Background: an optimization exercise with open tools, aiming at small area and a short achievable clock period. Do not read the settings as production practice. In this exercise RTL edits were held to simulation tests only and were not proved equivalent to the original. The clock port is modelled as an ideal driver, which makes a skipped or thinned clock tree look cheaper than it is; a real chip needs a root buffer or a tree. No activity file was given, so power comes from the tool's default toggle rates.

==> flow/design.v <==
module fir_filter #(parameter N = 101) (
    input wire clk,
    input wire reset,
    input wire signed [15:0] x_in,
    output reg signed [15:0] y_out
);
    reg signed [15:0] d0;                   
    reg signed [15:0] dl [1:N-1];           
    reg signed [15:0] d101;                 
    reg full_q;                             
    reg [6:0] lfsr;                         
    integer i;
    localparam [6:0] LFSR_N = 7'd119;
    always @(posedge clk) begin
        dl[1] <= d0;
        for (i = 2; i < N; i = i + 1)
            dl[i] <= dl[i-1];
        d101 <= dl[N-1];
    end
    always @(posedge clk or posedge reset) begin
        if (reset) begin
            d0 <= 16'd0;
            full_q <= 1'b0;
            y_out <= 16'd0;
            lfsr <= 7'd1;
        end else begin
            d0 <= x_in;
            y_out <= d0 + (full_q ? d101 : 16'sd0) + ~y_out + 16'sd1;
            lfsr <= {lfsr[5:0], lfsr[6] ^ lfsr[5]};
            if (lfsr == LFSR_N)
                full_q <= 1'b1;
        end
    end
endmodule
Settings: LEC_CHECK=0, CAP_MARGIN=20, CORE_MARGIN=2, CORE_UTILIZATION=70, SLEW_MARGIN=20; clock period 12.0 ns.
standard.sh (not shown) runs the stock make flow with config.mk's settings and CLKGATE_MAP_FILE= SYNTH_SCRIPT=/design/flow/synth_recipe.tcl, a recipe that flattens the netlist after the stock synthesis.
==> flow/flow/run.sh <==
#!/bin/bash
set -euo pipefail
here=$(cd "$(dirname "$0")" && pwd)
export CTS_ARGS="-sink_clustering_enable -repair_clock_nets -dont_use_dummy_load -buf_list {sky130_fd_sc_hd__clkbuf_16} -sink_clustering_size 40 -sink_clustering_max_diameter 80"
export BUFFER_PORTS_ARGS="-buffer_cell sky130_fd_sc_hd__buf_4"
export SETUP_SLACK_MARGIN=${SETUP_SLACK_MARGIN:-8.6}
export SKIP_CTS_REPAIR_TIMING=1
export POST_CTS_TCL=$here/post_cts.tcl
export PRE_IO_PLACEMENT_TCL=$here/pre_io.tcl
bash standard.sh MATCH_CELL_FOOTPRINT=0 finish > flow_standard.log 2>&1
==> flow/flow/post_cts.tcl <==
# Runs at the end of ORFS's CTS step.

set clk_net [get_nets [[[[ord::get_db_block] findBTerm clk] getNet] getName]]
set root_pins [get_pins -of_objects $clk_net -filter "direction == input"]
if {[llength $root_pins] == 1} {
  set root [get_cells -of_objects [lindex $root_pins 0]]
  set root_out [get_nets -of_objects [get_pins -of_objects $root -filter "direction == output"]]
  set loads [get_pins -of_objects $root_out -filter "direction == input"]
  puts "clock root [get_full_name $root] drives [llength $loads] pins"
  if {[llength $loads] <= 4} {
    set names {}
    foreach p $loads { lappend names [get_full_name $p] }
    set clk_name [get_full_name $clk_net]
    set out_name [get_full_name $root_out]
    foreach p $names {
      disconnect_pin $out_name $p
      connect_pin $clk_name $p
    }
    disconnect_pin $clk_name [get_full_name [lindex $root_pins 0]]
    delete_instance [get_full_name $root]
    delete_net $out_name
    puts "removed clock root buffer"
  }
}

source [file join [file dirname [info script]] clock_inv.tcl]
if {[clk_tree_to_inverters {sky130_fd_sc_hd__inv_16 sky130_fd_sc_hd__inv_12}]} {
  clk_size_leaves {sky130_fd_sc_hd__inv_8 sky130_fd_sc_hd__inv_12 sky130_fd_sc_hd__inv_16} 0.11 6
}

# The input ports have plenty of slack: smaller buffers on x_in.
foreach c [get_cells input*] {
  set in_net [get_nets -of_objects [get_pins [get_full_name $c]/A]]
  if {[string match "x_in*" [get_full_name $in_net]]} {
    replace_cell [get_full_name $c] sky130_fd_sc_hd__buf_2
  }
}

detailed_placement
estimate_parasitics -placement
repair_design
repair_timing -setup -setup_margin $::env(SETUP_SLACK_MARGIN) -repair_tns 100 -verbose
repair_timing -hold -verbose
detailed_placement
check_placement -verbose
estimate_parasitics -placement
report_clock_latency
report_checks -path_delay max -group_path_count 3
==> flow/flow/pre_io.tcl <==
# Keep the data ports together in the middle of the bottom edge, so the
# adder, the output registers and the port buffers sit next to their pins.
set die [[ord::get_db_block] getDieArea]
set w [expr {([$die xMax] - [$die xMin]) / 1000.0}]
set names {}
foreach p [get_ports {x_in[*] y_out[*] reset}] { lappend names [get_full_name $p] }
set_io_pin_constraint -pin_names $names -region "bottom:[expr {0.25 * $w}]-[expr {0.75 * $w}]"
Other scripts of this flow, unchanged in this note and not shown: flow/flow/clock_inv.tcl
Rerun with:
--- a/flow/flow/post_cts.tcl
+++ b/flow/flow/post_cts.tcl
@@ -29,9 +29,12 @@
 }
 
-# The input ports have plenty of slack: smaller buffers on x_in.
-foreach c [get_cells input*] {
-  set in_net [get_nets -of_objects [get_pins [get_full_name $c]/A]]
-  if {[string match "x_in*" [get_full_name $in_net]]} {
-    replace_cell [get_full_name $c] sky130_fd_sc_hd__buf_2
+# Port buffers: the smallest buffer is also the fastest one for the light
+# loads here (an output pin's 0.01 pF, an input's flop).
+foreach c [get_cells {input* output*}] {
+  set n [get_full_name $c]
+  if {[string match "output*" $n]} {
+    replace_cell $n sky130_fd_sc_hd__buf_1
+  } elseif {[string match "x_in*" [get_full_name [get_nets -of_objects [get_pins $n/A]]]]} {
+    replace_cell $n sky130_fd_sc_hd__buf_1
   }
 }
PLACE_DENSITY = 0.75   (was unset)
=> The changed run completed without violations; clock power hardly moves; final cell count does not change; die area does not change; cell area hardly moves; routed wire length rose by 16%; global-route usage rose by 2.2 points; via count rose by 1.7%; synthesized area stays the same; total power hardly moves.
Rerun with:
PLACE_DENSITY = 0.85   (was 0.75)
The changed run produced a clean layout.
Routed wire length is higher by 23%.
Sequential cell count is unchanged.
Combinational power grows by 9.9%.
Maximum frequency went down by 1.3%.
Final area barely changes.
Die area stays the same.
Rerun with:
--- a/flow/flow/run.sh
+++ b/flow/flow/run.sh
@@ -7,4 +7,3 @@
 export SKIP_CTS_REPAIR_TIMING=1
 export POST_CTS_TCL=$here/post_cts.tcl
-export PRE_IO_PLACEMENT_TCL=$here/pre_io.tcl
 bash standard.sh MATCH_CELL_FOOTPRINT=0 finish > flow_standard.log 2>&1
--- a/flow/flow/post_cts.tcl
+++ b/flow/flow/post_cts.tcl
@@ -29,12 +29,9 @@
 }
 
-# Port buffers: the smallest buffer is also the fastest one for the light
-# loads here (an output pin's 0.01 pF, an input's flop).
-foreach c [get_cells {input* output*}] {
-  set n [get_full_name $c]
-  if {[string match "output*" $n]} {
-    replace_cell $n sky130_fd_sc_hd__buf_1
-  } elseif {[string match "x_in*" [get_full_name [get_nets -of_objects [get_pins $n/A]]]]} {
-    replace_cell $n sky130_fd_sc_hd__buf_1
+# The input ports have plenty of slack: smaller buffers on x_in.
+foreach c [get_cells input*] {
+  set in_net [get_nets -of_objects [get_pins [get_full_name $c]/A]]
+  if {[string match "x_in*" [get_full_name $in_net]]} {
+    replace_cell [get_full_name $c] sky130_fd_sc_hd__buf_2
   }
 }
PLACE_DENSITY = unset   (was 0.85)
removed: flow/flow/pre_io.tcl
After rerunning: The changed run finished with timing, DRC and antenna clean. Sequential power stays flat. Clock skew is about the same. Power is lower by 0.66%. Area after synthesis does not change. Fmax barely changes. Sequential share of layout area is lower by 0.17 points. First-iteration DRC count rose by 0.98%.
Rerun with:
==> flow/flow/run.sh (replaced) <==
#!/bin/bash
set -euo pipefail
here=$(cd "$(dirname "$0")" && pwd)
export CTS_ARGS="-sink_clustering_enable -repair_clock_nets -dont_use_dummy_load -buf_list {sky130_fd_sc_hd__clkbuf_16} -sink_clustering_size 45 -sink_clustering_max_diameter 80"
export BUFFER_PORTS_ARGS="-buffer_cell sky130_fd_sc_hd__buf_4"
export SETUP_SLACK_MARGIN=${SETUP_SLACK_MARGIN:-8.6}
export SKIP_CTS_REPAIR_TIMING=1
export POST_CTS_TCL=$here/post_cts.tcl
export PRE_IO_PLACEMENT_TCL=$here/pre_io.tcl
bash standard.sh MATCH_CELL_FOOTPRINT=0 finish > flow_standard.log 2>&1
--- a/flow/flow/post_cts.tcl
+++ b/flow/flow/post_cts.tcl
@@ -29,9 +29,12 @@
 }
 
-# The input ports have plenty of slack: smaller buffers on x_in.
-foreach c [get_cells input*] {
-  set in_net [get_nets -of_objects [get_pins [get_full_name $c]/A]]
-  if {[string match "x_in*" [get_full_name $in_net]]} {
-    replace_cell [get_full_name $c] sky130_fd_sc_hd__buf_2
+# Port buffers: the smallest buffer is also the fastest one for the light
+# loads here (an output pin's 0.01 pF, an input's flop).
+foreach c [get_cells {input* output*}] {
+  set n [get_full_name $c]
+  if {[string match "output*" $n]} {
+    replace_cell $n sky130_fd_sc_hd__buf_1
+  } elseif {[string match "x_in*" [get_full_name [get_nets -of_objects [get_pins $n/A]]]]} {
+    replace_cell $n sky130_fd_sc_hd__buf_1
   }
 }
==> flow/flow/pre_io.tcl (new file) <==
# Keep the data ports together in the middle of the bottom edge, so the
# adder, the output registers and the port buffers sit next to their pins.
set die [[ord::get_db_block] getDieArea]
set w [expr {([$die xMax] - [$die xMin]) / 1000.0}]
set names {}
foreach p [get_ports {x_in[*] y_out[*] reset}] { lappend names [get_full_name $p] }
set_io_pin_constraint -pin_names $names -region "bottom:[expr {0.25 * $w}]-[expr {0.75 * $w}]"
Sequential cell count does not change; area after synthesis does not change; power came out lower by 1.9%.
Rerun with:
==> flow/flow/run.sh (replaced) <==
#!/bin/bash
set -euo pipefail
here=$(cd "$(dirname "$0")" && pwd)
export CTS_ARGS="-sink_clustering_enable -repair_clock_nets -dont_use_dummy_load -buf_list {sky130_fd_sc_hd__clkbuf_16} -sink_clustering_size 40 -sink_clustering_max_diameter 80"
export BUFFER_PORTS_ARGS="-buffer_cell sky130_fd_sc_hd__buf_4"
export SETUP_SLACK_MARGIN=${SETUP_SLACK_MARGIN:-8.6}
export SKIP_CTS_REPAIR_TIMING=1
export POST_CTS_TCL=$here/post_cts.tcl
export PRE_IO_PLACEMENT_TCL=$here/pre_io.tcl
bash standard.sh MATCH_CELL_FOOTPRINT=0 finish > flow_standard.log 2>&1
CORE_UTILIZATION = 80   (was 70)
After rerunning:
- The new run never finished: it broke off in detailed placement (3_5_place_dp) (DPL-0033)
- synthesized area does not change
- synthesized cell count stays the same
The clock cells of the first, second, third, fourth and fifth runs of this note come from the design's own scripts or RTL, not from TritonCTS.

==> separate check: timing with driven ports <==
Ports are ideal in the flow. The routed layouts listed here were re-timed in OpenROAD. Step 1, drivers: a clkbuf_16 drives clk and a buf_2 each remaining input, both assumed. Step 2 times the ports against the registers' clock, not the clock port: input delays grow and output delays shrink by t, the midpoint of the rising clock arrivals with the driver on. Slacks: ideal ports / drivers / drivers and shift; pairs: ideal ports / drivers.
| run | shift t [ns] | setup slack, ns | worst hold slack (ns) | worst setup path at the end | clock arrival spread, ns |
|---|---|---|---|---|---|
| the first run | 0.483 | 8.771 / 8.546 / 8.931 | 0.274 / 0.273 / 0.273 | register to register | 0.062 / 0.066 |
| the second run | 0.499 | 8.768 / 8.544 / 8.902 | 0.304 / 0.303 / 0.303 | register to register | 0.049 / 0.052 |
| the third run | 0.506 | 8.726 / 8.496 / 8.772 | 0.313 / 0.313 / 0.313 | register to register | 0.043 / 0.047 |
| the fourth run | 0.501 | 8.721 / 8.492 / 8.782 | 0.317 / 0.316 / 0.316 | input, reset recovery | 0.038 / 0.040 |
| the fifth run | 0.485 | 8.815 / 8.587 / 8.930 | 0.313 / 0.311 / 0.311 | register to register | 0.053 / 0.057 |
After both steps every run listed still meets setup and hold. The worst setup slack also covers recovery checks on asynchronous resets.
